Background: an optimization exercise with open tools, aiming at small area and a short achievable clock period. Do not read the settings as production practice.
Where RTL was checked, it was by simulation tests only, not by an equivalence proof against the original.

==> run R: inputs <==
// moving_avg_top
module moving_avg_top #(
    parameter FILTER_TYPE =  0,     
    parameter WIDTH       = 16,
    parameter N           = 16,
    parameter SHIFT       =  4,
    parameter DO_ROUND    =  0,
    parameter K           =  3
)(
    input                     clk,
    input                     rst_n,
    input                     in_valid,
    input  signed [WIDTH-1:0] in_sample,
    output                    out_valid,
    output signed [WIDTH-1:0] out_sample
);
    wire                     out_valid_w;
    wire signed [WIDTH-1:0]  out_sample_w;
    generate
        if (FILTER_TYPE == 0) begin : gen_win_buffer
            moving_avg_filter #(
                .WIDTH (WIDTH),
                .N     (N)
            ) u_filter (
                .clk        (clk),
                .rst_n      (rst_n),
                .in_valid   (in_valid),
                .in_sample  (in_sample),
                .out_valid  (out_valid_w),
                .out_sample (out_sample_w)
            );
        end else begin : gen_default
            moving_avg_filter #(
                .WIDTH (WIDTH),
                .N     (N)
            ) u_filter (
                .clk        (clk),
                .rst_n      (rst_n),
                .in_valid   (in_valid),
                .in_sample  (in_sample),
  ...
==> module mavg_pre_u, before the edit <==
module mavg_pre_u #(parameter W = 20) (
	input  [W-1:0] a,
	input  [W-1:0] b,
	output [W-1:0] u
);
	assign u = ~(a ^ b);
endmodule
==> module mavg_pre_v, before the edit <==
module mavg_pre_v #(parameter W = 20) (
	input  [W-1:0] a,
	input  [W-1:0] b,
	output [W-1:0] v
);
	assign v = a & ~b;
endmodule
==> module mavg_merge_s, before the edit <==
module mavg_merge_s #(parameter W = 20) (
	input  [W-1:0] u,
	input  [W-1:0] c,
	output [W-1:0] sn
);
	assign sn = ~(u ^ c);
endmodule
==> module mavg_merge_k, before the edit <==
module mavg_merge_k #(parameter W = 20) (
	input  [W-1:0] u,
	input  [W-1:0] v,
	input  [W-1:0] c,
	output [W-1:0] kn
);
	assign kn = {~(v[W-2:0] | (u[W-2:0] & c[W-2:0])), 1'b0};
endmodule
==> module mavg_prop, before the edit <==
module mavg_prop #(parameter W = 20) (
	input  [W-1:0] sn,
	input  [W-1:0] kn,
	output [W-1:0] p
);
	assign p = sn ^ kn;
endmodule
==> module mavg_gen, before the edit <==
module mavg_gen #(parameter W = 20) (
	input  [W-1:0] sn,
	input  [W-1:0] kn,
	output [W-1:0] g
);
	assign g = ~(sn | kn);
endmodule
==> module mavg_ks_inv, before the edit <==
module mavg_ks_inv #(parameter W = 20, parameter D = 1) (
	input  [W-1:0] g,
	input  [W-1:0] p,
	output [W-1:0] gn,
	output [W-1:0] pn
);
	genvar j;
	generate
		for (j = 0; j < W; j = j + 1) begin : b
			if (j >= D) begin : op
				assign gn[j] = ~(g[j] | (p[j] & g[j-D]));
				assign pn[j] = ~(p[j] & p[j-D]);
			end else begin : pass
				assign gn[j] = ~g[j];
				assign pn[j] = 1'b1;
			end
		end
	endgenerate
endmodule
==> module mavg_ks_true, before the edit <==
module mavg_ks_true #(parameter W = 20, parameter D = 1) (
	input  [W-1:0] gn,
	input  [W-1:0] pn,
	output [W-1:0] g,
	output [W-1:0] p
);
	genvar j;
	generate
		for (j = 0; j < W; j = j + 1) begin : b
			if (j >= D) begin : op
				assign g[j] = ~(gn[j] & (pn[j] | gn[j-D]));
				assign p[j] = ~(pn[j] | pn[j-D]);
			end else begin : pass
				assign g[j] = ~gn[j];
				assign p[j] = 1'b0;
			end
		end
	endgenerate
endmodule
==> module mavg_sum, before the edit <==
module mavg_sum #(parameter W = 20) (
	input  [W-1:0] p,
	input  [W-1:0] cn,
	output [W-1:0] s
);
	assign s = p ^ ~{cn[W-2:0], 1'b1};
endmodule
==> module mavg_addend, before the edit <==
module mavg_addend #(parameter W = 16) (
	input  [W-1:0] x,
	input  [W-1:0] o,
	input          en,
	output [W-1:0] c
);
	assign c = en ? x : o;
endmodule
==> module moving_avg_filter, before the edit <==
module moving_avg_filter #(
	parameter WIDTH = 16,
	parameter N     = 16
)(
	input                         clk,
	input                         rst_n,
	input                         in_valid,
	input      signed [WIDTH-1:0] in_sample,
	output reg                    out_valid,
	output     signed [WIDTH-1:0] out_sample
);
	localparam SHIFT = 4;
	localparam W = WIDTH + SHIFT;
	reg [WIDTH-1:0] window [0:N-2];
	reg [WIDTH-1:0] oldest;   
	reg [SHIFT-1:0] count;    
	reg             full;     
	reg [W-1:0]     sum;
	wire fills = full | (&count);   
	wire [W-1:0] b = {{SHIFT{oldest[WIDTH-1]}}, oldest};
	wire [WIDTH-1:0] addend;
	wire [W-1:0] c = {{SHIFT{addend[WIDTH-1]}}, addend};
	wire [W-1:0] u, v, sn, kn, g0, p0, gn1, pn1, g2, p2, gn3, pn3, g4, p4, gn5, pn5, next_sum;
	mavg_pre_u             u_pru (.a(sum), .b(b), .u(u));
	mavg_pre_v             u_prv (.a(sum), .b(b), .v(v));
	mavg_merge_s           u_mgs (.u(u), .c(c), .sn(sn));
	mavg_merge_k           u_mgk (.u(u), .v(v), .c(c), .kn(kn));
	mavg_prop              u_prp (.sn(sn), .kn(kn), .p(p0));
	mavg_gen               u_gen (.sn(sn), .kn(kn), .g(g0));
	mavg_ks_inv  #(.D(1))  u_ks1 (.g(g0),   .p(p0),   .gn(gn1), .pn(pn1));
	mavg_ks_true #(.D(2))  u_ks2 (.gn(gn1), .pn(pn1), .g(g2),   .p(p2));
	mavg_ks_inv  #(.D(4))  u_ks3 (.g(g2),   .p(p2),   .gn(gn3), .pn(pn3));
	mavg_ks_true #(.D(8))  u_ks4 (.gn(gn3), .pn(pn3), .g(g4),   .p(p4));
	mavg_ks_inv  #(.D(16)) u_ks5 (.g(g4),   .p(p4),   .gn(gn5), .pn(pn5));
	mavg_sum               u_sum (.p(p0), .cn(gn5), .s(next_sum));
	mavg_addend            u_add (.x(in_sample), .o(oldest), .en(in_valid), .c(addend));
	integer i;
	always @(posedge clk) begin
		if (in_valid) begin
			window[0] <= in_sample;
			for (i = 1; i < N-1; i = i + 1)
				window[i] <= window[i-1];
		end
	end
	always @(posedge clk or negedge rst_n) begin
		if (!rst_n) begin
			oldest    <= {WIDTH{1'b0}};
			sum       <= {W{1'b0}};
			count     <= {SHIFT{1'b0}};
			full      <= 1'b0;
			out_valid <= 1'b0;
		end else begin
			sum       <= next_sum;
			out_valid <= 1'b0;
			if (in_valid) begin
				oldest    <= fills ? window[N-2] : {WIDTH{1'b0}};
				count     <= count + 1'b1;
				if (&count) full <= 1'b1;
				out_valid <= fills;
			end
		end
	end
	assign out_sample = sum[W-1:SHIFT];
endmodule
Settings: LEC_CHECK=0, CAP_MARGIN=20, CORE_MARGIN=2, CORE_UTILIZATION=40, CTS_BUF_LIST=sky130_fd_sc_hd__clkbuf_16, CTS_CLUSTER_DIAMETER=100, CTS_CLUSTER_SIZE=24, SETUP_SLACK_MARGIN=2.2, SLEW_MARGIN=20, SYNTH_HIERARCHICAL=1; clock period 4.8 ns.
run.sh (not shown) runs the stock make flow with config.mk's settings and CLKGATE_MAP_FILE= SYNTH_SCRIPT=/design/flow/synth_recipe.tcl, a recipe that flattens the netlist after the stock synthesis.
==> inputs of run P, as changes to run R <==
==> flow/design.v (replaced) <==
module moving_avg_filter #(
	parameter WIDTH = 16,
	parameter N     = 16
)(
	input                         clk,
	input                         rst_n,
	input                         in_valid,
	input      signed [WIDTH-1:0] in_sample,
	output reg                    out_valid,
	output     signed [WIDTH-1:0] out_sample
);
	localparam SHIFT = 4;
	localparam SUM_WIDTH = WIDTH + SHIFT;
	reg signed [WIDTH-1:0] window [0:N-1];
	reg [SHIFT-1:0] count;    
	reg             full;     
	reg signed [SUM_WIDTH-1:0] sum;
	wire signed [WIDTH-1:0] old_sample = full ? window[N-1] : {WIDTH{1'b0}};
	wire signed [SUM_WIDTH-1:0] next_sum = sum + in_sample - old_sample;
	integer i;
	always @(posedge clk) begin
		if (in_valid) begin
			window[0] <= in_sample;
			for (i = 1; i < N; i = i + 1)
				window[i] <= window[i-1];
		end
	end
	always @(posedge clk or negedge rst_n) begin
		if (!rst_n) begin
			count     <= {SHIFT{1'b0}};
			full      <= 1'b0;
			sum       <= {SUM_WIDTH{1'b0}};
			out_valid <= 1'b0;
		end else begin
			out_valid <= 1'b0;
			if (in_valid) begin
				sum       <= next_sum;
				count     <= count + 1'b1;
				if (&count) full <= 1'b1;
				out_valid <= full | (&count);
			end
		end
	end
	assign out_sample = sum[SUM_WIDTH-1:SHIFT];
endmodule
module moving_avg_top #(
    parameter FILTER_TYPE =  0,     
    parameter WIDTH       = 16,
    parameter N           = 16,
    parameter SHIFT       =  4,
    parameter DO_ROUND    =  0,
    parameter K           =  3
)(
    input                     clk,
    input                     rst_n,
    input                     in_valid,
    input  signed [WIDTH-1:0] in_sample,
    output                    out_valid,
    output signed [WIDTH-1:0] out_sample
);
    wire                     out_valid_w;
    wire signed [WIDTH-1:0]  out_sample_w;
    generate
        if (FILTER_TYPE == 0) begin : gen_win_buffer
            moving_avg_filter #(
                .WIDTH (WIDTH),
                .N     (N)
            ) u_filter (
                .clk        (clk),
                .rst_n      (rst_n),
                .in_valid   (in_valid),
                .in_sample  (in_sample),
                .out_valid  (out_valid_w),
                .out_sample (out_sample_w)
            );
        end else begin : gen_default
            moving_avg_filter #(
                .WIDTH (WIDTH),
                .N     (N)
            ) u_filter (
                .clk        (clk),
                .rst_n      (rst_n),
                .in_valid   (in_valid),
                .in_sample  (in_sample),
                .out_valid  (out_valid_w),
                .out_sample (out_sample_w)
            );
        end
    endgenerate
    assign out_valid  = out_valid_w;
    assign out_sample = out_sample_w;
endmodule
Settings changed: CTS_BUF_LIST sky130_fd_sc_hd__clkbuf_16 to not set, CTS_CLUSTER_DIAMETER 100 to not set, CTS_CLUSTER_SIZE 24 to not set, SETUP_SLACK_MARGIN 2.2 to not set, SYNTH_HIERARCHICAL 1 to not set.
==> inputs of run Y, as changes to run R <==
--- a/flow/design.v
+++ b/flow/design.v
@@ -34,6 +34,13 @@
 );
 	assign p = sn ^ kn;
 endmodule
+module mavg_tprop #(parameter W = 20) (
+	input  [W-1:0] sn,
+	input  [W-1:0] kn,
+	output [W-1:0] t
+);
+	assign t = ~(sn & kn);
+endmodule
 module mavg_gen #(parameter W = 20) (
 	input  [W-1:0] sn,
 	input  [W-1:0] kn,
@@ -41,58 +48,59 @@
 );
 	assign g = ~(sn | kn);
 endmodule
-module mavg_ks_inv #(parameter W = 20, parameter D = 1) (
-	input  [W-1:0] g,
-	input  [W-1:0] p,
-	output [W-1:0] gn,
-	output [W-1:0] pn
-);
+module mavg_ks #(parameter W = 20, parameter L = 1) (
+	input  [W-1:0] gi,
+	input  [W-1:0] pi,
+	output [W-1:0] go,
+	output [W-1:0] po
+);
+	localparam D = 1 << (L - 1);
+	localparam IN_INV = ((L - 1) % 2) == 1;
 	genvar j;
 	generate
 		for (j = 0; j < W; j = j + 1) begin : b
-			if (j >= D) begin : op
-				assign gn[j] = ~(g[j] | (p[j] & g[j-D]));
-				assign pn[j] = ~(p[j] & p[j-D]);
-			end else begin : pass
-				assign gn[j] = ~g[j];
-				assign pn[j] = 1'b1;
+			if (j < D) begin : pass
+				assign go[j] = gi[j];
+				assign po[j] = pi[j];
+			end else begin : op
+				localparam K = j - D;
+				localparam K_INV = (K < D) ? (K == 1 || (K >= 4 && K < 8) || K >= 16) : IN_INV;
+				wire gk_t = K_INV ? ~gi[K] : gi[K];
+				if (!IN_INV) begin : t2i
+					assign go[j] = ~(gi[j] | (pi[j] & gk_t));
+					assign po[j] = ~(pi[j] & pi[K]);
+				end else begin : i2t
+					assign go[j] = ~(gi[j] & (pi[j] | ~gk_t));
+					assign po[j] = ~(pi[j] | pi[K]);
+				end
 			end
 		end
 	endgenerate
 endmodule
-module mavg_ks_true #(parameter W = 20, parameter D = 1) (
-	input  [W-1:0] gn,
-	input  [W-1:0] pn,
-	output [W-1:0] g,
-	output [W-1:0] p
-);
+module mavg_sum_n #(parameter W = 20) (
+	input  [W-1:0] p,
+	input  [W-1:0] c,
+	output [W-1:0] sn
+);
+	assign sn[0] = ~p[0];
 	genvar j;
 	generate
-		for (j = 0; j < W; j = j + 1) begin : b
-			if (j >= D) begin : op
-				assign g[j] = ~(gn[j] & (pn[j] | gn[j-D]));
-				assign p[j] = ~(pn[j] | pn[j-D]);
-			end else begin : pass
-				assign g[j] = ~gn[j];
-				assign p[j] = 1'b0;
+		for (j = 1; j < W; j = j + 1) begin : b
+			if (j - 1 == 1 || (j - 1 >= 4 && j - 1 < 8) || j - 1 >= 16) begin : cinv
+				assign sn[j] = p[j] ^ c[j-1];
+			end else begin : ctrue
+				assign sn[j] = ~(p[j] ^ c[j-1]);
 			end
 		end
 	endgenerate
 endmodule
-module mavg_sum #(parameter W = 20) (
-	input  [W-1:0] p,
-	input  [W-1:0] cn,
-	output [W-1:0] s
-);
-	assign s = p ^ ~{cn[W-2:0], 1'b1};
-endmodule
-module mavg_addend #(parameter W = 16) (
-	input  [W-1:0] x,
-	input  [W-1:0] o,
+module mavg_hold #(parameter W = 20) (
+	input  [W-1:0] an,
+	input  [W-1:0] bn,
 	input          en,
-	output [W-1:0] c
-);
-	assign c = en ? x : o;
+	output [W-1:0] y
+);
+	assign y = ~(en ? an : bn);
 endmodule
 module moving_avg_filter #(
 	parameter WIDTH = 16,
@@ -114,8 +122,9 @@
 	reg [W-1:0]     sum;
 	wire fills = full | (&count);   
 	wire [W-1:0] b = {{SHIFT{oldest[WIDTH-1]}}, oldest};
-	wire [WIDTH-1:0] addend;
-	wire [W-1:0] c = {{SHIFT{addend[WIDTH-1]}}, addend};
+	wire [W-1:0] c = {{SHIFT{in_sample[WIDTH-1]}}, in_sample};
+	wire [W-1:0] next_sum_n, sum_n;
+	wire [W-1:0] t0;
 	wire [W-1:0] u, v, sn, kn, g0, p0, gn1, pn1, g2, p2, gn3, pn3, g4, p4, gn5, pn5, next_sum;
 	mavg_pre_u             u_pru (.a(sum), .b(b), .u(u));
 	mavg_pre_v             u_prv (.a(sum), .b(b), .v(v));
@@ -123,15 +132,23 @@
 	mavg_merge_k           u_mgk (.u(u), .v(v), .c(c), .kn(kn));
 	mavg_prop              u_prp (.sn(sn), .kn(kn), .p(p0));
 	mavg_gen               u_gen (.sn(sn), .kn(kn), .g(g0));
-	mavg_ks_inv  #(.D(1))  u_ks1 (.g(g0),   .p(p0),   .gn(gn1), .pn(pn1));
-	mavg_ks_true #(.D(2))  u_ks2 (.gn(gn1), .pn(pn1), .g(g2),   .p(p2));
-	mavg_ks_inv  #(.D(4))  u_ks3 (.g(g2),   .p(p2),   .gn(gn3), .pn(pn3));
-	mavg_ks_true #(.D(8))  u_ks4 (.gn(gn3), .pn(pn3), .g(g4),   .p(p4));
-	mavg_ks_inv  #(.D(16)) u_ks5 (.g(g4),   .p(p4),   .gn(gn5), .pn(pn5));
-	mavg_sum               u_sum (.p(p0), .cn(gn5), .s(next_sum));
-	mavg_addend            u_add (.x(in_sample), .o(oldest), .en(in_valid), .c(addend));
+	mavg_tprop             u_tpr (.sn(sn), .kn(kn), .t(t0));
+	mavg_ks      #(.L(1))  u_ks1 (.gi(g0),  .pi(t0),  .go(gn1), .po(pn1));
+	mavg_ks      #(.L(2))  u_ks2 (.gi(gn1), .pi(pn1), .go(g2),  .po(p2));
+	mavg_ks      #(.L(3))  u_ks3 (.gi(g2),  .pi(p2),  .go(gn3), .po(pn3));
+	mavg_ks      #(.L(4))  u_ks4 (.gi(gn3), .pi(pn3), .go(g4),  .po(p4));
+	mavg_ks      #(.L(5))  u_ks5 (.gi(g4),  .pi(p4),  .go(gn5), .po(pn5));
+	mavg_sum_n             u_sum (.p(p0), .c(gn5), .sn(next_sum_n));
+	mavg_hold              u_hld (.an(next_sum_n), .bn(sum_n), .en(sum_en), .y(next_sum));
+	assign sum_n = ~(sum & {W{rst_n}});
+	wire   sum_en = in_valid & rst_n;
 	integer i;
 	always @(posedge clk) begin
+		sum <= next_sum;
+		if (!rst_n)
+			oldest <= {WIDTH{1'b0}};
+		else if (in_valid)
+			oldest <= fills ? window[N-2] : {WIDTH{1'b0}};
 		if (in_valid) begin
 			window[0] <= in_sample;
 			for (i = 1; i < N-1; i = i + 1)
@@ -140,16 +157,12 @@
 	end
 	always @(posedge clk or negedge rst_n) begin
 		if (!rst_n) begin
-			oldest    <= {WIDTH{1'b0}};
-			sum       <= {W{1'b0}};
 			count     <= {SHIFT{1'b0}};
 			full      <= 1'b0;
 			out_valid <= 1'b0;
 		end else begin
-			sum       <= next_sum;
 			out_valid <= 1'b0;
 			if (in_valid) begin
-				oldest    <= fills ? window[N-2] : {WIDTH{1'b0}};
 				count     <= count + 1'b1;
 				if (&count) full <= 1'b1;
 				out_valid <= fills;
==> flow/flow/run.sh (new file) <==
#!/bin/bash
# The standard layout (standard.sh, unchanged synthesis), except that the
# port buffers that global placement inserts are plain buf_2 cells instead of
# the delay buffers buffer_ports picks by default.
set -euo pipefail
export BUFFER_PORTS_ARGS="-buffer_cell sky130_fd_sc_hd__buf_2"
bash standard.sh > flow_make.log 2>&1
==> flow/standard.sh (new file) <==
#!/bin/bash
# synth_recipe.tcl (not shown) runs the flow's synth.tcl, then flattens the netlist and writes it again
# the make line also repeats each setting of config.mk as NAME=value (left out here)
make -C /OpenROAD-flow-scripts/flow DESIGN_CONFIG=/design/flow/config.mk WORK_HOME=/design/flow/orfs CLKGATE_MAP_FILE= SYNTH_SCRIPT=/design/flow/synth_recipe.tcl "${@:-finish}"
Settings changed: SETUP_SLACK_MARGIN 2.2 to 2.3.
removed: flow/run.sh
==> qor summary <==
metric                                                 run Y       run R       run P
Outcome                             timing/DRC/antenna clean  timing/DRC/antenna clean  timing/DRC/antenna clean
Layout Cells excl Fill                                  1027        1049        1005
Min Hold Slack                                      0.418 ns    0.406 ns    0.413 ns
Post-Synthesis Cell Area                          0.0109 mm²  0.0109 mm²  0.0106 mm²
Final clock period utilization by the worst path       48.6%       54.0%       75.4%
Util after Layout                                      42.9%       48.9%       46.9%
Die H                                                 169 µm      169 µm      167 µm
Syn Nets                                                 702         664         662
Core footprint                                    0.0268 mm²  0.0268 mm²  0.0261 mm²
Layout clock buffer count                                 15          15          33
GRT met3 Usage                                         2.20%       2.03%       2.99%
Maximum clock skew at final layout                0.00846 ns   0.0150 ns   0.0156 ns
The RTL of run R and run P was laid out without a check of its function.

==> what the ideal ports hide <==
In the flow no input, the clock included, has a driving cell. The finished layouts below were timed again as built, in two steps. Step 1 assumes that a clkbuf_16 drives the clock port and a buf_2 every other input. Step 2 also shifts input and output timing later by t, the mid clock arrival at the registers, as if the neighbouring blocks saw the same clock. a / b / c = no drivers / after step 1 / after step 2; a / b = the first two.
run	t, ns	setup WS [ns]	latest minus earliest clock arrival (ns)	cell pins on the clock port's net
run R	0.526	2.206 / 2.091 / 1.565	0.020 / 0.021	1
run P	0.577	1.183 / 1.203 / 0.626	0.021 / 0.021	1
run Y	0.522	2.468 / 2.468 / 1.973	0.010 / 0.011	1
After both steps every run listed still meets setup and hold. The setup slack of run R, which loses most, moves by -0.115 ns with the drivers and by -0.641 ns with both steps.
